This is an optimization exercise on Yosys and OpenROAD, whose aim is small area, a short achievable clock period and few clock cycles per item, not a production implementation.
Only simulation tests tie the RTL to the original design; equivalence was not proved.
No activity file was given, so power comes from the tool's default toggle rates.

==> flow/design.v <==
module viterbi_16bit (input [15:0] code_in, output [7:0] data_out);
  wire new_n25, new_n26, new_n27, new_n28, new_n29, new_n30, new_n31,
    new_n32, new_n33, new_n34, new_n35, new_n36, new_n37, new_n38, new_n39,
    new_n40, new_n41, new_n42, new_n43, new_n44, new_n45, new_n46, new_n47,
    new_n48, new_n49, new_n50, new_n51, new_n52, new_n53, new_n54, new_n55,
    new_n56, new_n57, new_n58, new_n59, new_n60, new_n61, new_n62, new_n63,
    new_n64, new_n65, new_n66, new_n67, new_n68, new_n69, new_n70, new_n71,
    new_n72, new_n73, new_n74, new_n75, new_n76, new_n77, new_n78, new_n79,
    new_n80, new_n81, new_n82, new_n83, new_n84, new_n85, new_n86, new_n87,
    new_n88, new_n89, new_n90, new_n91, new_n92, new_n93, new_n94, new_n95,
    new_n96, new_n97, new_n98, new_n99, new_n100, new_n101, new_n102,
    new_n103, new_n104, new_n105, new_n106, new_n107, new_n108, new_n109,
    new_n110, new_n111, new_n112, new_n113, new_n114, new_n115, new_n116,
    new_n117, new_n118, new_n119, new_n120, new_n121, new_n122, new_n123,
    new_n124, new_n125, new_n126, new_n127, new_n128, new_n129, new_n130,
    new_n131, new_n132, new_n133, new_n134, new_n135, new_n136, new_n137,
    new_n138, new_n139, new_n140, new_n141, new_n142, new_n143, new_n144,
    new_n145, new_n146, new_n147, new_n148, new_n149, new_n150, new_n151,
    new_n152, new_n153, new_n154, new_n155, new_n156, new_n157, new_n158,
    new_n159, new_n160, new_n161, new_n162, new_n163, new_n164, new_n165,
    new_n166, new_n167, new_n168, new_n169, new_n170, new_n171, new_n172,
    new_n173, new_n174, new_n175, new_n176, new_n177, new_n178, new_n179,
    new_n181, new_n182, new_n183, new_n184, new_n186, new_n187, new_n188,
    new_n189, new_n190, new_n191, new_n192, new_n193, new_n194, new_n195,
    new_n197, new_n198, new_n199, new_n200, new_n201, new_n202, new_n203,
    new_n204, new_n205, new_n206, new_n207, new_n208, new_n209, new_n210,
    new_n211, new_n212, new_n213, new_n214, new_n215, new_n216, new_n217,
    new_n219, new_n220, new_n221, new_n222, new_n223, new_n224, new_n225,
    new_n226, new_n227, new_n228, new_n229, new_n230, new_n231, new_n232,
    new_n233, new_n234, new_n235, new_n236, new_n237, new_n238, new_n239,
    new_n240, new_n241, new_n242, new_n243, new_n244, new_n245, new_n246,
    new_n247, new_n248, new_n249, new_n250, new_n251, new_n253, new_n254,
    new_n255, new_n256, new_n257, new_n258, new_n259, new_n260, new_n261,
    new_n262, new_n263, new_n264, new_n266, new_n267, new_n269, new_n270,
    new_n271, new_n272, new_n273, new_n274;
  assign new_n25 = ~code_in[4] & ~code_in[5];
  assign new_n26 = code_in[4] & code_in[5];
  assign new_n27 = ~new_n25 & ~new_n26;
  assign new_n28 = ~code_in[2] & ~code_in[4];
  assign new_n29 = code_in[2] & code_in[4];
  assign new_n30 = ~new_n28 & ~new_n29;
  assign new_n31 = ~code_in[8] & ~code_in[9];
  assign new_n32 = code_in[8] & code_in[9];
  assign new_n33 = ~new_n31 & ~new_n32;
  assign new_n34 = ~code_in[10] & ~code_in[11];
  assign new_n35 = code_in[10] & code_in[11];
  assign new_n36 = ~new_n34 & ~new_n35;
  assign new_n37 = ~code_in[6] & ~code_in[7];
  assign new_n38 = code_in[6] & code_in[7];
  assign new_n39 = ~new_n37 & ~new_n38;
  assign new_n40 = ~code_in[0] & ~code_in[1];
  assign new_n41 = code_in[0] & code_in[1];
  assign new_n42 = ~code_in[2] & ~code_in[3];
  assign new_n43 = code_in[2] & code_in[3];
  assign new_n44 = ~new_n42 & ~new_n43;
  assign new_n45 = ~new_n41 & ~new_n44;
  assign new_n46 = ~new_n40 & ~new_n45;
  assign new_n47 = code_in[5] & ~new_n46;
  assign new_n48 = ~code_in[5] & new_n46;
  assign new_n49 = ~new_n47 & ~new_n48;
  assign new_n50 = new_n39 & ~new_n49;
  assign new_n51 = ~new_n39 & new_n49;
  assign new_n52 = new_n30 & ~new_n51;
  assign new_n53 = ~new_n50 & ~new_n52;
  assign new_n54 = code_in[9] & ~new_n53;
  assign new_n55 = ~code_in[9] & new_n53;
  assign new_n56 = ~new_n54 & ~new_n55;
  assign new_n57 = ~new_n36 & ~new_n56;
  assign new_n58 = new_n36 & new_n56;
  assign new_n59 = ~new_n57 & ~new_n58;
  assign new_n60 = ~new_n50 & ~new_n51;
  assign new_n61 = code_in[3] & ~code_in[6];
  assign new_n62 = ~code_in[3] & code_in[6];
  assign new_n63 = ~new_n61 & ~new_n62;
  assign new_n64 = new_n30 & new_n63;
  assign new_n65 = ~new_n30 & ~new_n63;
  assign new_n66 = ~new_n64 & ~new_n65;
  assign new_n67 = new_n33 & new_n66;
  assign new_n68 = ~new_n33 & ~new_n66;
  assign new_n69 = ~new_n67 & ~new_n68;
  assign new_n70 = code_in[3] & ~new_n27;
  assign new_n71 = ~code_in[3] & new_n27;
  assign new_n72 = ~new_n70 & ~new_n71;
  assign new_n73 = ~new_n30 & new_n39;
  assign new_n74 = new_n30 & ~new_n39;
  assign new_n75 = ~new_n73 & ~new_n74;
  assign new_n76 = new_n72 & new_n75;
  assign new_n77 = new_n69 & ~new_n76;
  assign new_n78 = ~new_n60 & new_n77;
  assign new_n79 = ~new_n59 & ~new_n78;
  assign new_n80 = ~new_n69 & new_n76;
  assign new_n81 = ~new_n77 & ~new_n80;
  assign new_n82 = ~new_n60 & new_n81;
  assign new_n83 = new_n60 & new_n77;
  assign new_n84 = ~new_n82 & ~new_n83;
  assign new_n85 = ~new_n40 & ~new_n41;
  assign new_n86 = ~new_n72 & new_n85;
  assign new_n87 = ~new_n41 & new_n44;
  assign new_n88 = ~new_n40 & ~new_n44;
  assign new_n89 = ~new_n87 & ~new_n88;
  assign new_n90 = ~new_n86 & ~new_n89;
  assign new_n91 = ~new_n76 & ~new_n90;
  assign new_n92 = new_n84 & ~new_n91;
  assign new_n93 = new_n59 & new_n92;
  assign new_n94 = ~new_n79 & ~new_n93;
  assign new_n95 = new_n60 & new_n90;
  assign new_n96 = ~new_n69 & ~new_n90;
  assign new_n97 = new_n75 & new_n89;
  assign new_n98 = new_n96 & ~new_n97;
  assign new_n99 = new_n84 & ~new_n98;
  assign new_n100 = ~new_n95 & new_n99;
  assign new_n101 = new_n33 & ~new_n100;
  assign new_n102 = ~new_n66 & new_n76;
  assign new_n103 = ~new_n60 & new_n102;
  assign new_n104 = ~new_n101 & ~new_n103;
  assign new_n105 = ~code_in[12] & ~code_in[13];
  assign new_n106 = code_in[12] & code_in[13];
  assign new_n107 = ~new_n105 & ~new_n106;
  assign new_n108 = code_in[11] & ~new_n107;
  assign new_n109 = ~code_in[11] & new_n107;
  assign new_n110 = ~new_n108 & ~new_n109;
  assign new_n111 = ~new_n104 & ~new_n110;
  assign new_n112 = new_n104 & new_n110;
  assign new_n113 = ~new_n111 & ~new_n112;
  assign new_n114 = ~new_n60 & ~new_n90;
  assign new_n115 = ~new_n33 & ~new_n95;
  assign new_n116 = ~new_n114 & new_n115;
  assign new_n117 = ~new_n69 & new_n97;
  assign new_n118 = new_n59 & ~new_n117;
  assign new_n119 = ~new_n59 & new_n117;
  assign new_n120 = ~new_n118 & ~new_n119;
  assign new_n121 = ~new_n76 & ~new_n120;
  assign new_n122 = new_n116 & new_n121;
  assign new_n123 = ~new_n113 & ~new_n122;
  assign new_n124 = new_n113 & new_n122;
  assign new_n125 = ~new_n123 & ~new_n124;
  assign new_n126 = ~new_n94 & ~new_n125;
  assign new_n127 = code_in[13] & ~new_n36;
  assign new_n128 = ~code_in[13] & new_n36;
  assign new_n129 = ~new_n127 & ~new_n128;
  assign new_n130 = ~new_n99 & ~new_n129;
  assign new_n131 = new_n99 & new_n129;
  assign new_n132 = ~new_n130 & ~new_n131;
  assign new_n133 = code_in[14] & ~code_in[15];
  assign new_n134 = ~code_in[14] & code_in[15];
  assign new_n135 = ~new_n133 & ~new_n134;
  assign new_n136 = new_n132 & new_n135;
  assign new_n137 = new_n94 & ~new_n136;
  assign new_n138 = new_n129 & new_n135;
  assign new_n139 = ~new_n129 & ~new_n135;
  assign new_n140 = ~new_n138 & ~new_n139;
  assign new_n141 = new_n59 & ~new_n140;
  assign new_n142 = new_n99 & ~new_n141;
  assign new_n143 = ~new_n97 & ~new_n140;
  assign new_n144 = ~new_n82 & new_n143;
  assign new_n145 = ~new_n142 & ~new_n144;
  assign new_n146 = ~new_n121 & new_n145;
  assign new_n147 = new_n113 & new_n146;
  assign new_n148 = new_n69 & ~new_n75;
  assign new_n149 = new_n90 & ~new_n148;
  assign new_n150 = ~new_n90 & new_n148;
  assign new_n151 = ~new_n149 & ~new_n150;
  assign new_n152 = ~new_n60 & ~new_n151;
  assign new_n153 = ~new_n97 & ~new_n152;
  assign new_n154 = ~new_n66 & new_n110;
  assign new_n155 = new_n66 & ~new_n110;
  assign new_n156 = ~new_n154 & ~new_n155;
  assign new_n157 = ~new_n153 & ~new_n156;
  assign new_n158 = new_n60 & new_n151;
  assign new_n159 = new_n156 & ~new_n158;
  assign new_n160 = ~new_n157 & ~new_n159;
  assign new_n161 = new_n121 & new_n160;
  assign new_n162 = ~code_in[15] & ~new_n107;
  assign new_n163 = code_in[15] & new_n107;
  assign new_n164 = ~new_n162 & ~new_n163;
  assign new_n165 = ~new_n161 & new_n164;
  assign new_n166 = ~new_n147 & ~new_n165;
  assign new_n167 = ~new_n137 & ~new_n166;
  assign new_n168 = ~new_n126 & new_n167;
  assign new_n169 = new_n82 & ~new_n91;
  assign new_n170 = ~new_n36 & ~new_n169;
  assign new_n171 = ~new_n56 & ~new_n99;
  assign new_n172 = ~new_n170 & ~new_n171;
  assign new_n173 = new_n168 & new_n172;
  assign new_n174 = new_n126 & new_n130;
  assign new_n175 = new_n126 & new_n129;
  assign new_n176 = new_n94 & ~new_n132;
  assign new_n177 = ~new_n161 & new_n176;
  assign new_n178 = ~new_n135 & ~new_n177;
  assign new_n179 = ~new_n175 & new_n178;
  assign data_out[6] = new_n174 | new_n179;
  assign new_n181 = ~code_in[13] & ~data_out[6];
  assign new_n182 = code_in[13] & data_out[6];
  assign new_n183 = ~new_n168 & ~new_n182;
  assign new_n184 = ~new_n181 & new_n183;
  assign data_out[4] = new_n173 | new_n184;
  assign new_n186 = ~new_n36 & data_out[4];
  assign new_n187 = new_n36 & ~data_out[4];
  assign new_n188 = ~new_n186 & ~new_n187;
  assign new_n189 = new_n116 & new_n120;
  assign new_n190 = new_n104 & ~new_n189;
  assign new_n191 = ~new_n188 & new_n190;
  assign new_n192 = ~new_n110 & ~new_n168;
  assign new_n193 = new_n110 & new_n168;
  assign new_n194 = ~new_n192 & ~new_n193;
  assign new_n195 = new_n188 & new_n194;
  assign data_out[3] = ~new_n191 & ~new_n195;
  assign new_n197 = ~new_n33 & data_out[3];
  assign new_n198 = new_n33 & ~data_out[3];
  assign new_n199 = ~new_n60 & new_n97;
  assign new_n200 = ~new_n198 & ~new_n199;
  assign new_n201 = ~new_n197 & new_n200;
  assign new_n202 = ~new_n39 & ~new_n89;
  assign new_n203 = ~new_n96 & ~new_n202;
  assign new_n204 = new_n30 & ~new_n69;
  assign new_n205 = ~new_n203 & ~new_n204;
  assign new_n206 = new_n49 & ~new_n86;
  assign new_n207 = ~new_n96 & new_n206;
  assign new_n208 = ~new_n51 & ~new_n207;
  assign new_n209 = ~new_n205 & new_n208;
  assign new_n210 = ~new_n201 & new_n209;
  assign new_n211 = code_in[9] & data_out[4];
  assign new_n212 = new_n49 & ~new_n151;
  assign new_n213 = ~new_n99 & new_n212;
  assign new_n214 = ~code_in[9] & ~data_out[4];
  assign new_n215 = ~new_n213 & ~new_n214;
  assign new_n216 = ~new_n211 & new_n215;
  assign new_n217 = new_n201 & new_n216;
  assign data_out[2] = new_n210 | new_n217;
  assign new_n219 = ~new_n30 & data_out[2];
  assign new_n220 = new_n30 & ~data_out[2];
  assign new_n221 = ~new_n219 & ~new_n220;
  assign new_n222 = new_n27 & ~new_n221;
  assign new_n223 = new_n60 & new_n85;
  assign new_n224 = code_in[2] & new_n40;
  assign new_n225 = ~code_in[2] & new_n41;
  assign new_n226 = ~new_n224 & ~new_n225;
  assign new_n227 = ~new_n223 & new_n226;
  assign new_n228 = new_n30 & new_n227;
  assign new_n229 = new_n27 & new_n30;
  assign new_n230 = ~code_in[3] & ~new_n39;
  assign new_n231 = ~new_n229 & new_n230;
  assign new_n232 = ~new_n228 & ~new_n231;
  assign new_n233 = data_out[2] & new_n232;
  assign new_n234 = ~new_n30 & new_n227;
  assign new_n235 = new_n27 & ~new_n30;
  assign new_n236 = ~code_in[3] & new_n39;
  assign new_n237 = ~new_n235 & new_n236;
  assign new_n238 = ~new_n234 & ~new_n237;
  assign new_n239 = new_n39 & new_n238;
  assign new_n240 = ~new_n233 & ~new_n239;
  assign new_n241 = ~code_in[6] & ~data_out[3];
  assign new_n242 = code_in[6] & data_out[3];
  assign new_n243 = ~new_n241 & ~new_n242;
  assign new_n244 = ~new_n240 & ~new_n243;
  assign new_n245 = ~new_n39 & new_n243;
  assign new_n246 = new_n76 & new_n238;
  assign new_n247 = ~new_n245 & ~new_n246;
  assign new_n248 = new_n232 & ~new_n247;
  assign new_n249 = new_n238 & new_n243;
  assign new_n250 = ~data_out[2] & new_n249;
  assign new_n251 = ~new_n248 & ~new_n250;
  assign data_out[1] = new_n244 | ~new_n251;
  assign new_n253 = new_n221 & ~data_out[1];
  assign new_n254 = ~new_n222 & ~new_n253;
  assign new_n255 = ~new_n27 & new_n40;
  assign new_n256 = ~code_in[2] & ~new_n255;
  assign new_n257 = ~new_n27 & new_n41;
  assign new_n258 = ~new_n256 & ~new_n257;
  assign new_n259 = new_n254 & new_n258;
  assign new_n260 = new_n27 & new_n40;
  assign new_n261 = code_in[2] & ~new_n260;
  assign new_n262 = new_n27 & new_n41;
  assign new_n263 = ~new_n261 & ~new_n262;
  assign new_n264 = ~new_n254 & new_n263;
  assign data_out[0] = ~new_n259 & ~new_n264;
  assign new_n266 = ~new_n107 & ~new_n168;
  assign new_n267 = new_n107 & new_n168;
  assign data_out[5] = ~new_n266 & ~new_n267;
  assign new_n269 = ~code_in[14] & ~data_out[5];
  assign new_n270 = code_in[14] & data_out[5];
  assign new_n271 = ~new_n269 & ~new_n270;
  assign new_n272 = new_n179 & ~new_n271;
  assign new_n273 = new_n135 & ~new_n174;
  assign new_n274 = new_n271 & new_n273;
  assign data_out[7] = new_n272 | new_n274;
endmodule
module viterbi_decoder(
    input clk, reset, start,
    input [383:0] code_in,
    output reg [191:0] data_out,
    output reg done
);
    wire [191:0] dec;
    genvar i;
    generate
        for (i = 0; i < 24; i = i + 1) begin : decoder
            viterbi_16bit decoder (
                .code_in(code_in[16*i +: 16]),
                .data_out(dec[8*i +: 8])
            );
        end
    endgenerate
    always @(posedge clk or negedge reset)
        if (!reset) done <= 1'b0;
        else        done <= start;
    always @(posedge clk)
        data_out <= dec;
endmodule
==> flow/flow/run.sh <==
#!/bin/bash
# The standard layout (the standard.sh, unchanged synthesis), with the port
# buffers that buffer_ports inserts on every input and output made the
# minimum-size buffer instead of the delay buffer it picks by default.
set -uo pipefail
export BUFFER_PORTS_ARGS="-buffer_cell sky130_fd_sc_hd__buf_1"
bash standard.sh finish > standard_flow.log 2>&1
rc=$?
tail -n 40 standard_flow.log
exit $rc
==> flow/standard.sh <==
#!/bin/bash
# synth_recipe.tcl (not shown) runs the flow's synth.tcl, then flattens the netlist and writes it again
# the make line also repeats each setting of config.mk as NAME=value (left out here)
make -C /OpenROAD-flow-scripts/flow DESIGN_CONFIG=/design/flow/config.mk WORK_HOME=/design/flow/orfs CLKGATE_MAP_FILE= SYNTH_SCRIPT=/design/flow/synth_recipe.tcl "${@:-finish}"
==> flow/config.mk <==
export PLATFORM = sky130hd
export DESIGN_NAME = viterbi_decoder
export DESIGN_NICKNAME = viterbi_decoder
export VERILOG_FILES = /design/flow/design.v
export SDC_FILE = /design/flow/constraint.sdc
export NUM_CORES = 4
export LEC_CHECK = 0
export ABC_AREA = 1
export CAP_MARGIN = 20
export CORE_MARGIN = 2
export CORE_UTILIZATION = 60
export SLEW_MARGIN = 20
==> flow/constraint.sdc <==
create_clock -name core_clock -period 10.0 [get_ports {clk}]
set_input_delay 2.0000 -clock core_clock [delete_from_list [all_inputs] [get_ports {clk}]]
set_output_delay 2.0000 -clock core_clock [all_outputs]
set_load 0.01 [all_outputs]
==> flow_metrics.py, run 1 <==
metrics = {
    "place": {
        "place.gp.congestion": 1.043,
        "post-place-ws_ns": 3.769,
        "portBuffers": 579,
        "dp.final_hpwl_um": 79340,
    },
    "sta": {
        "period_needed_ns": 5.813,
        "max_slew_margin_pct": 59.06,
        "timing.fmax_mhz": 172.0,
        "finalSetupViolCount": 0,
        "slew_violations": 0,
        "finalCritPeriodShare_pct": 58.13,
        "hold_violations": 0,
        "layout_setup_ws_ns": 4.187,
        "worst_pin_slew_ns": 0.6121,
        "tns_ns": 0,
        "rsz0062_at_grt": "false",
    },
    "floorplanning": {
        "die_area_um2": 53880,
        "dieHeight_um": 232.1,
        "ios": 580,
        "chipWidth_um": 232.1,
        "coreArea_um2": 51410,
        "num_rows": 83,
        "start_util_pct": 60.74,
    },
    "logic_synthesis": {
        "synth-compound-area-share_pct": 9.209,
        "synth_top_family_by_area": "simple AND/OR/NAND/NOR gates",
        "yosys.area_share.adder_pct": 4.809,
        "synthDominantCellAreaShare_pct": 23.60,
        "ys_top_cells_by_area": "nand2_1 (24%), nand3_1 (13%), dfxtp_1 (12%), inv_1 (10%), xor2_1 (5.7%)",
        "postSynthNetCount": 6143,
        "synth_cell_types": 43,
        "synth.area.mux_share_pct": 0,
        "syn_inst": 5636,
        "synth-seq-area-share_pct": 12.39,
        "syn-cell-area_um2": 31220,
        "yosysWarnings": 1,
        "synth_xor_area_share_pct": 12.95,
        "synth_ff_type": "dfxtp_1",
        "async_flop_share_pct": 0.5181,
        "synth_edf_count": 0,
        "synth_area_leader_cell": "nand2_1",
        "synth.avg_cell_area_um2": 5.540,
        "ys_ff_latch": 193,
        "yosys.area_share.simple_pct": 49.63,
    },
    "clocking": {
        "clkSlewWorstSetupHoldPaths_ns": 0.07,
        "htree_levels": 4,
        "cts_root_buf": "clkbuf_16",
        "postCtsSetupBuffers": 0,
        "ctsHoldBuffers": 0,
        "numCtsBuffers": 17,
        "cts_resized": 0,
        "cts_tree": "yes",
        "clkSinkCount": 193,
        "clock_path_buffers": 2,
    },
    "cells_and_area": {
        "drive_above_1_share_pct": 5.587,
        "layout_common_cells": "nand2_1 (1963), inv_1 (860), nand3_1 (831)",
        "multi_input_area_um2": 23920,
        "fillers": 5152,
        "mostFrequentLayoutCell": "nand2_1",
        "fin_nets": 6724,
        "fin_util_pct": 67.66,
        "syn2layout_area_growth_pct": 11.39,
        "final-seq-area_um2": 3869,
    },
    "detailed_routing": {
        "via_count": 37010,
        "route.antenna.remaining_nets": 0,
        "wirelength_um": 93980,
        "drcViolationCount": 0,
        "drt-wirelength-per-cell_um": 13.57,
        "first_pass_iters": 6,
        "vias_per_cell": 5.343,
        "drt_iter0_drc": 2440,
    },
    "setup_path": {
        "crit_arrival_ns": 6.22,
        "crit_fanout": 7,
        "crit_type": "input port to register",
        "critPathMaxStageDelay_ns": 0.45,
        "cp-start-kind": "input port",
        "cp-end-kind": "register",
        "cp_slowest_cell": "xor2_1",
        "path_common_cell": "nand2_1",
        "critPathRequiredTime_ns": 10.41,
    },
    "power": {
        "power.density_nw_per_um2": 203.8,
        "p_leak_nw": 19.21,
        "peakVddDrop_mv": 0.1467,
    },
    "outcome": {
        "outcome": "complete, no violations",
    },
    "min_path": {
        "hold_path_class": "input port to asynchronous set/reset pin",
    },
    "run": {
        "maxCapViolations": 0,
    },
    "global_routing": {
        "grt_max_degree": 17,
        "grt_pass1_vias": 32580,
        "antenna_found_initial": 20,
        "gr-total-overflow": 0,
        "grt_use_total_pct": 33.49,
        "grt_pass1_wl_um": 150400,
    },
}
==> power breakdown <==
part | total [W] | switching [W] | internal (W)
registers | 0.00134 | 0.000156 | 0.00118
logic | 0.00498 | 0.00331 | 0.00168
clock network | 0.000771 | 0.000372 | 0.000399
total | 0.00709 | 0.00383 | 0.00326
==> final timing paths <==
check                       startpoint           end  depth (start not counted)
max in group asynchronous        reset          done                          1
worst max-delay path       code_in[82]  data_out[40]                         31
min in group core_clock          start          done                          1
worst min-delay path             reset          done                          1
==> per-stage QoR <==
step                      cells  power, W  hold slack [ns]  area, um2
after floorplan            5636  0.005034            1.704      31220
after global placement     6878  0.006190            1.816      34150
after detailed placement   6878  0.006252            1.807      34150
after CTS                  6909  0.007045            1.255      34730
after global routing       6919  0.007829            1.256      34760
final                      6927  0.007089            1.273      34780
==> synth_stat cells (50+ instances only) <==
cell and instances:
nand4_1 105, o21ai_0 274, nand2_2 113, inv_1 860
xnor2_1 189, o211ai_1 70, nand2_1 1963, dfxtp_1 192
or2_2 67, nor2_1 258, ha_1 120, nand3_1 831
nand3b_1 70, a21oi_1 50, xor2_1 204
==> worst max-delay path: cells and delay by family <==
kind                       cells  cell delay [ns]
buffers and inverters          4             0.54
AOI/OAI and AO/OA              2             0.22
adders and majority gates      2             0.64
and+or+nand+nor               22             2.37
xor gates and xnor gates       1             0.45
==> routing by layer <==
layer  vias up  wire (um)  part of all wire [%]  GRT usage (%)
li1      19210          -                     -              -
met1     16390      39980                    43          41.10
met2      1169      42740                    45          55.61
met3       224       7159                   7.6          7.060
met4        18       3980                   4.2          16.11
met5         -        120                  0.13              0
==> final cells by class <==
class	count	share of cell area, %
antenna	18	0.1295
timing repair buffer	579	6.249
clock buffer	22	1.306
clock inverter	9	0.3849
inverter	889	9.598
tap	680	2.446
multi-input combinational	4537	68.76
sequential	193	11.12
==> logic make-up after synthesis <==
group,after synthesis
xor+xnor,430
simple gates,3492
compound gates,495
fa+ha+maj,120
buf+inv,906
flops,193
==> flip-flops by register name, indices dropped and copies added (netlist names) <==
| register | count |
|---|---|
| data_out | 192 |
| done | 1 |
Testbench counts, summed over its fixed seeds: cycles 384, items 384.
==> run 2, diff against run 1 <==
--- a/flow/config.mk
+++ b/flow/config.mk
@@ -11,2 +11,3 @@
 export CORE_UTILIZATION = 60
+export SETUP_SLACK_MARGIN = 4.5
 export SLEW_MARGIN = 20
==> flow_metrics.py, run 2 <==
metrics = {
    "sta": {
        "tns_ns": 0,
        "max_slew_margin_pct": 59.45,
        "hold_violations": 0,
        "timing.fmax_mhz": 188.1,
        "finalCritPeriodShare_pct": 53.17,
        "period_needed_ns": 5.317,
        "slew_violations": 0,
        "finalSetupViolCount": 0,
        "layout_setup_ws_ns": 4.683,
        "rsz0062_at_grt": "true",
        "worst_pin_slew_ns": 0.6062,
    },
    "logic_synthesis": {
        "ys_ff_latch": 193,
        "synth.avg_cell_area_um2": 5.540,
        "synthDominantCellAreaShare_pct": 23.60,
        "synth-seq-area-share_pct": 12.39,
        "postSynthNetCount": 6143,
        "synth_area_leader_cell": "nand2_1",
        "syn-cell-area_um2": 31220,
        "yosysMostFrequentCell": "nand2_1",
        "synth_cell_types": 43,
        "async_flop_share_pct": 0.5181,
        "yosysWarnings": 1,
        "syn_inst": 5636,
        "synth_ff_type": "dfxtp_1",
        "synth_edf_count": 0,
        "ys_top_cells_by_area": "nand2_1 (24%), nand3_1 (13%), dfxtp_1 (12%), inv_1 (10%), xor2_1 (5.7%)",
        "yosys-top-cells-count": "nand2_1 (1963), inv_1 (860), nand3_1 (831)",
    },
    "power": {
        "clockPowerShare_pct": 10.1,
        "seqPwrFrac_pct": 17.3,
        "swShare_pct": 54.06,
        "peakVddDrop_mv": 0.1482,
        "pwr-share-comb_pct": 72.6,
        "internal_power_w": 0.003546,
        "power.density_nw_per_um2": 199.0,
        "p_leak_nw": 20.93,
        "p_sw_w": 0.004173,
        "finalPower_w": 0.007719,
    },
    "setup_path": {
        "critPathMaxStageDelay_ns": 0.32,
        "crit_start": "code_in[212]",
        "critPathRequiredTime_ns": 10.42,
        "cp-start-kind": "input port",
        "path_depth": 32,
        "path_delay_family": "simple AND/OR/NAND/NOR gates",
        "endpoint": "data_out[104]",
        "crit_fanout": 5,
        "crit_buf_inv": 4,
        "crit_type": "input port to register",
        "path_common_cell": "nand2_1",
        "cp-end-kind": "register",
        "crit_arrival_ns": 5.74,
        "cp_slowest_cell": "ha_1",
    },
    "global_routing": {
        "antenna_found_initial": 21,
        "grt_pass1_wl_um": 150700,
        "grt_pass1_vias": 32620,
        "grt_max_degree": 17,
        "grt_use_total_pct": 33.60,
        "gr-total-overflow": 0,
    },
    "detailed_routing": {
        "drt-wirelength-per-cell_um": 14.46,
        "vias_per_cell": 5.461,
        "first_pass_iters": 9,
        "route.antenna.remaining_nets": 0,
        "drcViolationCount": 0,
        "drt_iter0_drc": 2855,
        "via_count": 38580,
        "wirelength_um": 102200,
    },
    "min_path": {
        "hold_path_class": "input port to asynchronous set/reset pin",
    },
    "place": {
        "dp.final_hpwl_um": 79340,
        "place.gp.congestion": 1.043,
        "portBuffers": 579,
        "post-place-ws_ns": 3.769,
    },
    "floorplanning": {
        "num_rows": 83,
        "start_util_pct": 60.74,
        "chipWidth_um": 232.1,
        "die_area_um2": 53880,
        "dieHeight_um": 232.1,
        "coreArea_um2": 51410,
        "ios": 580,
    },
    "cells_and_area": {
        "layout_common_cells": "nand2_1 (1785), inv_1 (817), nand3_1 (764)",
        "largestRegisters": "data_out x192, done x1",
        "regMostFlops": "data_out",
        "fin_nets": 6861,
        "syn2layout_area_growth_pct": 24.24,
        "drive_above_1_share_pct": 16.02,
        "largest_register_ffs": 192,
        "mostFrequentLayoutCell": "nand2_1",
        "fillers": 4443,
    },
    "clocking": {
        "numCtsBuffers": 17,
        "clkSlewWorstSetupHoldPaths_ns": 0.08,
        "cts_root_buf": "clkbuf_16",
        "htree_levels": 4,
        "cts_tree": "yes",
        "clock_path_buffers": 2,
        "clkSinkCount": 193,
    },
    "outcome": {
        "outcome": "complete, no violations",
    },
    "run": {
        "maxCapViolations": 0,
    },
}
## run 2: cell types whose count changed in the layout (fill, tap and decap cells not counted), sizes merged
cell	change
clkbuf	+73
buf	+64
diode	+1
## run 2: layout make-up
cell class,instances,area [um2],share of cell area (%)
Timing Repair Buffer,716,3426,8.831
Sequential cell,193,3869,9.973
Antenna cell,19,47.55,0.1226
Tap cell,680,850.8,2.193
Inverter,889,3338,8.605
Clock inverter,9,133.9,0.3451
Clock buffer,22,454.2,1.171
Multi-Input combinational cell,4537,26670,68.76
## run 2: cells by family after synthesis
logic type | Yosys count | share of synthesized area (%)
compound gates | 495 | 9.209
xor+xnor | 430 | 12.95
fa+ha+maj | 120 | 4.809
buf+inv | 906 | 11.01
flops | 193 | 12.39
simple gates | 3492 | 49.63
## run 2: worst min-delay path by stage
stage	from	to	slack, ns	depth (start not counted)
2_1_floorplan	reset	done	1.70	0
3_3_place_gp	reset	done	1.82	1
3_5_place_dp	reset	done	1.81	1
4_1_cts	reset	done	1.25	1
5_1_grt	reset	done	1.26	1
6_report	reset	done	1.27	1
## run 2: power groups by stage
stage | combinational (W) | sequential, W | clock (W)
2_1_floorplan | 0.00353 | 0.00150 | 0
3_3_place_gp | 0.00485 | 0.00134 | 0
3_5_place_dp | 0.00491 | 0.00134 | 0
4_1_cts | 0.00495 | 0.00133 | 0.000780
5_1_grt | 0.00626 | 0.00136 | 0.000804
6_report | 0.00560 | 0.00134 | 0.000776
## run 2: repair_timing
action                                  CTS  global route
buffers inserted                          9           128
pin swaps                                10           122
resized for setup                        25           722
endpoints found under the setup margin   18            70
hold buffers                              0             0
## run 2: per-layer routing
metal / track usage [%] / up-vias / wire, um
li1: - / 19510 / -
met1: 41.24 / 17330 / 41040
met2: 55.98 / 1440 / 48020
met3: 7.146 / 294 / 7948
met4: 15.63 / 16 / 5032
met5: 0 / - / 109
## run 2: stage by stage
stage                     area, um2  instances  utilization (%)  hold slack [ns]
after floorplan               31220       5636                -            1.704
after global placement        34150       6878            66.43            1.816
after detailed placement      34150       6878            66.43            1.807
after CTS                     34920       6918            67.93            1.255
after global routing          38770       7056            75.42            1.258
final                         38790       7065            75.46            1.268
==> run 3, diff against run 2 <==
--- a/flow/config.mk
+++ b/flow/config.mk
@@ -10,4 +10,3 @@
 export CORE_MARGIN = 2
-export CORE_UTILIZATION = 60
-export SETUP_SLACK_MARGIN = 4.5
+export CORE_UTILIZATION = 75
 export SLEW_MARGIN = 20
==> flow_metrics.py, run 3 <==
metrics = {
    "outcome": {
        "outcome": "complete, no violations",
    },
    "clocking": {
        "htree_levels": 4,
        "clkSinkCount": 193,
        "cts_tree": "yes",
        "numCtsBuffers": 17,
        "postCtsSetupBuffers": 0,
        "cts_resized": 0,
        "clkSlewWorstSetupHoldPaths_ns": 0.08,
        "cts_root_buf": "clkbuf_16",
        "clock_path_buffers": 2,
        "ctsHoldBuffers": 0,
    },
    "setup_path": {
        "critPathMaxStageDelay_ns": 0.50,
        "crit_fanout": 7,
        "cp-start-kind": "input port",
        "crit_buf_inv": 4,
        "crit_type": "input port to register",
        "critPathRequiredTime_ns": 10.44,
        "cp-end-kind": "register",
        "path_delay_family": "simple AND/OR/NAND/NOR gates",
        "crit_arrival_ns": 6.26,
        "path_common_cell": "nand2_1",
        "cp_slowest_cell": "xnor2_1",
    },
    "logic_synthesis": {
        "synth.avg_cell_area_um2": 5.540,
        "synth_ff_type": "dfxtp_1",
        "synth_edf_count": 0,
        "yosys-top-cells-count": "nand2_1 (1963), inv_1 (860), nand3_1 (831)",
        "syn-cell-area_um2": 31220,
        "syn_inst": 5636,
        "async_flop_share_pct": 0.5181,
        "yosysWarnings": 1,
        "postSynthNetCount": 6143,
        "yosysMostFrequentCell": "nand2_1",
        "ys_top_cells_by_area": "nand2_1 (24%), nand3_1 (13%), dfxtp_1 (12%), inv_1 (10%), xor2_1 (5.7%)",
        "synthDominantCellAreaShare_pct": 23.60,
        "ys_ff_latch": 193,
        "synth_area_leader_cell": "nand2_1",
        "synth_cell_types": 43,
        "synth-seq-area-share_pct": 12.39,
    },
    "sta": {
        "rsz0062_at_grt": "false",
        "layout_setup_ws_ns": 4.178,
        "max_slew_margin_pct": 59.53,
        "hold_violations": 0,
        "tns_ns": 0,
        "period_needed_ns": 5.822,
        "finalCritPeriodShare_pct": 58.22,
        "worst_pin_slew_ns": 0.6050,
        "timing.fmax_mhz": 171.8,
        "slew_violations": 0,
        "finalSetupViolCount": 0,
    },
    "detailed_routing": {
        "vias_per_cell": 5.728,
        "route.antenna.remaining_nets": 0,
        "wirelength_um": 98330,
        "drcViolationCount": 0,
        "via_count": 38900,
        "drt_iter0_drc": 3871,
        "first_pass_iters": 14,
        "drt-wirelength-per-cell_um": 14.48,
    },
    "cells_and_area": {
        "drive_above_1_share_pct": 5.666,
        "layout_common_cells": "nand2_1 (1963), inv_1 (860), nand3_1 (831)",
        "final_cells": 6791,
        "largestRegisters": "data_out x192, done x1",
        "regMostFlops": "data_out",
        "fin_nets": 6724,
        "syn2layout_area_growth_pct": 11.01,
        "largest_register_ffs": 192,
        "multi_input_area_um2": 23920,
        "fillers": 2967,
        "mostFrequentLayoutCell": "nand2_1",
        "final-seq-area_um2": 3869,
    },
    "global_routing": {
        "grt_max_degree": 18,
        "gr-total-overflow": 0,
        "grt_pass1_wl_um": 161200,
        "grt_pass1_vias": 35910,
        "grt_use_total_pct": 43.96,
        "antenna_found_initial": 32,
    },
    "run": {
        "maxCapViolations": 0,
    },
    "floorplanning": {
        "start_util_pct": 76.29,
        "dieHeight_um": 208.0,
        "chipWidth_um": 208.0,
        "num_rows": 74,
        "ios": 580,
        "die_area_um2": 43280,
        "coreArea_um2": 40920,
    },
    "place": {
        "post-place-ws_ns": 3.755,
        "place.gp.congestion": 1.061,
        "dp.final_hpwl_um": 79810,
        "placedCellCount": 6730,
        "portBuffers": 579,
    },
    "min_path": {
        "hold_path_class": "input port to asynchronous set/reset pin",
    },
    "power": {
        "peakVddDrop_mv": 0.1642,
        "p_leak_nw": 19.25,
        "power.density_nw_per_um2": 208.8,
    },
}
## run 3: cell families (layout without fill, tap and decap cells)
group	count (synthesis)	after routing	synth area share [%]
and+or+nand+nor	3492	3492	49.63
buffers and inverters	906	1500	11.01
AOI/OAI and AO/OA	495	495	9.209
xor gates and xnor gates	430	430	12.95
DFF	193	193	12.39
adders and majority gates	120	120	4.809
other	0	29	0
## run 3: cell type report
| type | count | share of cell area (%) |
|---|---|---|
| diodes | 29 | 0.2094 |
| clock buffers | 19 | 1.307 |
| clock inverters | 13 | 0.5018 |
| inverters | 889 | 9.631 |
| multi-input cells | 4537 | 69.00 |
| flip-flops and latches | 193 | 11.16 |
| well taps | 532 | 1.920 |
| repair buffers | 579 | 6.270 |
## run 3: final timing paths
kind / from / endpoint / slack [ns] / cells past startpoint
max in group asynchronous: reset / done / 8.68 / 1
min in group core_clock: start / done / 1.57 / 1
min: reset / done / 1.22 / 1
max: code_in[178] / data_out[88] / 4.18 / 35
## run 3: layer usage
metal | part of all wire, % | up-vias | global-route usage [%]
met5 | 0.13 | - | 0
met4 | 7.0 | 18 | 29.98
met2 | 45 | 2053 | 72.31
met1 | 37 | 17070 | 47.58
met3 | 11 | 533 | 15.32
li1 | - | 19230 | -
## run 3: metrics by stage
stage | total power (W) | hold WS [ns] | util (%) | area (um2)
after global routing | 0.007898 | 1.209 | 84.63 | 34640
after detailed placement | 0.006258 | 1.772 | 82.99 | 33960
after floorplan | 0.005034 | 1.704 | - | 31220
final | 0.007237 | 1.218 | 84.69 | 34660
after CTS | 0.007082 | 1.209 | 84.52 | 34590
after global placement | 0.006095 | 1.763 | 82.99 | 33960
## run 3: where the power goes
group / total [W] / switching [W] / internal, W
logic: 0.00511 / 0.00343 / 0.00168
registers: 0.00133 / 0.000154 / 0.00118
clock network: 0.000796 / 0.000385 / 0.000411
==> run 4, diff against run 3 <==
--- a/flow/config.mk
+++ b/flow/config.mk
@@ -10,3 +10,4 @@
 export CORE_MARGIN = 2
-export CORE_UTILIZATION = 75
+export CORE_UTILIZATION = 60
+export SETUP_SLACK_MARGIN = 4.25
 export SLEW_MARGIN = 20
==> flow_metrics.py, run 4 <==
metrics = {
    "detailed_routing": {
        "route.antenna.remaining_nets": 0,
        "vias_per_cell": 5.381,
        "drcViolationCount": 0,
        "drt-wirelength-per-cell_um": 14.01,
        "wl_met2_um": 45340,
        "first_pass_iters": 7,
        "drt-met1-wl_um": 40310,
        "via_count": 37590,
        "wirelength_um": 97840,
        "drt_iter0_drc": 2512,
        "top_layer": "met5",
        "dr_wl_met3_um": 7648,
    },
    "logic_synthesis": {
        "synth-seq-area-share_pct": 12.39,
        "async_flop_share_pct": 0.5181,
        "synth_cell_types": 43,
        "syn-cell-area_um2": 31220,
        "ys_top_cells_by_area": "nand2_1 (24%), nand3_1 (13%), dfxtp_1 (12%), inv_1 (10%), xor2_1 (5.7%)",
        "yosysMostFrequentCell": "nand2_1",
        "synthDominantCellAreaShare_pct": 23.60,
        "synth_area_leader_cell": "nand2_1",
        "synth.avg_cell_area_um2": 5.540,
        "postSynthNetCount": 6143,
        "synth_edf_count": 0,
        "synth_ff_type": "dfxtp_1",
        "ys_ff_latch": 193,
        "yosysWarnings": 1,
        "syn_inst": 5636,
        "yosys-top-cells-count": "nand2_1 (1963), inv_1 (860), nand3_1 (831)",
    },
    "cells_and_area": {
        "final_cells": 6985,
        "drive_above_1_share_pct": 10.50,
        "layout_common_cells": "nand2_1 (1934), inv_1 (832), nand3_1 (817)",
        "fillers": 4796,
        "regMostFlops": "data_out",
        "final-seq-area_um2": 3869,
        "mostFrequentLayoutCell": "nand2_1",
        "largestRegisters": "data_out x192, done x1",
        "multi_input_area_um2": 25440,
        "syn2layout_area_growth_pct": 18.12,
        "fin_nets": 6782,
        "largest_register_ffs": 192,
    },
    "clocking": {
        "clkSlewWorstSetupHoldPaths_ns": 0.07,
        "clkSinkCount": 193,
        "clock_path_buffers": 2,
        "htree_levels": 4,
        "cts_root_buf": "clkbuf_16",
        "cts_tree": "yes",
        "numCtsBuffers": 17,
        "ctsHoldBuffers": 0,
    },
    "setup_path": {
        "crit_buf_inv": 4,
        "crit_start": "code_in[306]",
        "cp-end-kind": "register",
        "crit_arrival_ns": 5.90,
        "endpoint": "data_out[152]",
        "path_delay_family": "simple AND/OR/NAND/NOR gates",
        "path_common_cell": "nand2_1",
        "crit_type": "input port to register",
        "critPathRequiredTime_ns": 10.41,
        "path_depth": 36,
        "critPathMaxStageDelay_ns": 0.34,
        "crit_fanout": 7,
        "cp-start-kind": "input port",
        "cp_slowest_cell": "xnor2_2",
    },
    "global_routing": {
        "grt_pass1_wl_um": 150400,
        "gr-total-overflow": 0,
        "grt_pass1_vias": 32580,
        "antenna_found_initial": 20,
        "grt_use_total_pct": 33.49,
        "grt_max_degree": 17,
    },
    "floorplanning": {
        "coreArea_um2": 51410,
        "dieHeight_um": 232.1,
        "start_util_pct": 60.74,
        "chipWidth_um": 232.1,
        "die_area_um2": 53880,
        "ios": 580,
        "num_rows": 83,
    },
    "power": {
        "seqPwrFrac_pct": 18.3,
        "clockPowerShare_pct": 10.5,
        "peakVddDrop_mv": 0.1467,
        "pwr-share-comb_pct": 71.2,
        "swShare_pct": 54.02,
        "finalPower_w": 0.007313,
        "p_leak_nw": 20.22,
        "power.density_nw_per_um2": 198.3,
        "p_sw_w": 0.003951,
        "internal_power_w": 0.003362,
    },
    "place": {
        "dp.final_hpwl_um": 79340,
        "place.gp.congestion": 1.043,
        "portBuffers": 579,
        "placedCellCount": 6878,
    },
    "sta": {
        "worst_pin_slew_ns": 0.6298,
        "tns_ns": 0,
        "hold_violations": 0,
        "slew_violations": 0,
        "timing.fmax_mhz": 182.0,
        "finalCritPeriodShare_pct": 54.94,
        "max_slew_margin_pct": 57.87,
        "rsz0062_at_grt": "true",
        "finalSetupViolCount": 0,
        "period_needed_ns": 5.494,
    },
    "min_path": {
        "hold_path_class": "input port to asynchronous set/reset pin",
    },
    "outcome": {
        "outcome": "complete, no violations",
    },
    "run": {
        "maxCapViolations": 0,
    },
}
==> run 4: power groups by stage <==
stage / Combinational, W / Clock (W) / Sequential [W]
finish: 0.00521 / 0.000769 / 0.00134
global route: 0.00587 / 0.000803 / 0.00136
CTS: 0.00493 / 0.000780 / 0.00133
detailed placement: 0.00491 / 0 / 0.00134
global placement: 0.00485 / 0 / 0.00134
floorplan: 0.00353 / 0 / 0.00150
==> run 4: cells by family (layout without fill, tap and decap cells) <==
kind of cell / after synthesis / count (layout) / synth area share (%)
buf+inv: 906 / 1557 / 11.01
simple gates: 3492 / 3492 / 49.63
other cells: 0 / 18 / 0
flops: 193 / 193 / 12.39
xor+xnor: 430 / 430 / 12.95
fa+ha+maj: 120 / 120 / 4.809
compound gates: 495 / 495 / 9.209
==> run 4: worst min path at each step <==
stage	start	depth (start not counted)	slack (ns)	to
after global routing	reset	1	1.26	done
after floorplan	reset	0	1.70	done
final	reset	1	1.27	done
after detailed placement	reset	1	1.81	done
after global placement	reset	1	1.82	done
after CTS	reset	1	1.25	done
==> run 4: final cells by class <==
type	instances	area share (%)
Inverter	889	9.052
Multi-Input combinational cell	4537	68.97
Clock buffer	22	1.232
Sequential cell	193	10.49
Tap cell	680	2.307
Clock inverter	9	0.3630
Antenna cell	18	0.1221
Timing Repair Buffer	637	7.461
==> run 4: metrics by stage <==
stage	setup slack (ns)	hold slack [ns]	util [%]	area (um2)
floorplan	4.540	1.704	-	31220
global placement	3.821	1.816	66.43	34150
detailed placement	3.769	1.807	66.43	34150
CTS	4.283	1.255	67.57	34730
global route	4.158	1.259	71.71	36860
finish	4.506	1.272	71.74	36880
==> run 4: what timing repair did <==
item / CTS / global route
endpoints found under the setup margin: 0 / 53
gates resized for setup: 0 / 373
setup buffers: 0 / 58
==> run 4: metal layers <==
| layer | global-route usage (%) | vias up |
|---|---|---|
| met3 | 7.060 | 253 |
| met5 | 0 | - |
| li1 | - | 19360 |
| met1 | 41.10 | 16720 |
| met4 | 16.11 | 16 |
| met2 | 55.61 | 1241 |

-- static timing again, ports no longer ideal --
Ports are ideal in the flow. The routed layouts listed here were re-timed in OpenROAD.
Step 1, drivers: a clkbuf_16 drives clk and a buf_2 each remaining input, both assumed.
Step 2 times the ports against the registers' clock, not the clock port: input delays grow and output delays shrink by t, the midpoint of the rising clock arrivals with the driver on.
Three values: ideal ports, drivers, drivers and shift; two values: the first two.
| run | t, ns | setup slack, ns | hold slack, ns |
|---|---|---|---|
| run 1 | 0.575 | 4.187 / 4.158 / 3.583 | 1.273 / 1.233 / 1.808 |
| run 2 | 0.581 | 4.683 / 4.657 / 4.076 | 1.268 / 1.226 / 1.808 |
| run 3 | 0.595 | 4.178 / 4.205 / 3.609 | 1.218 / 1.182 / 1.777 |
| run 4 | 0.573 | 4.506 / 4.535 / 3.963 | 1.272 / 1.233 / 1.805 |
After both steps setup and hold are still met in every run listed. The setup slack of run 2, which loses most, moves by -0.026 ns with the drivers and by -0.607 ns with both steps.
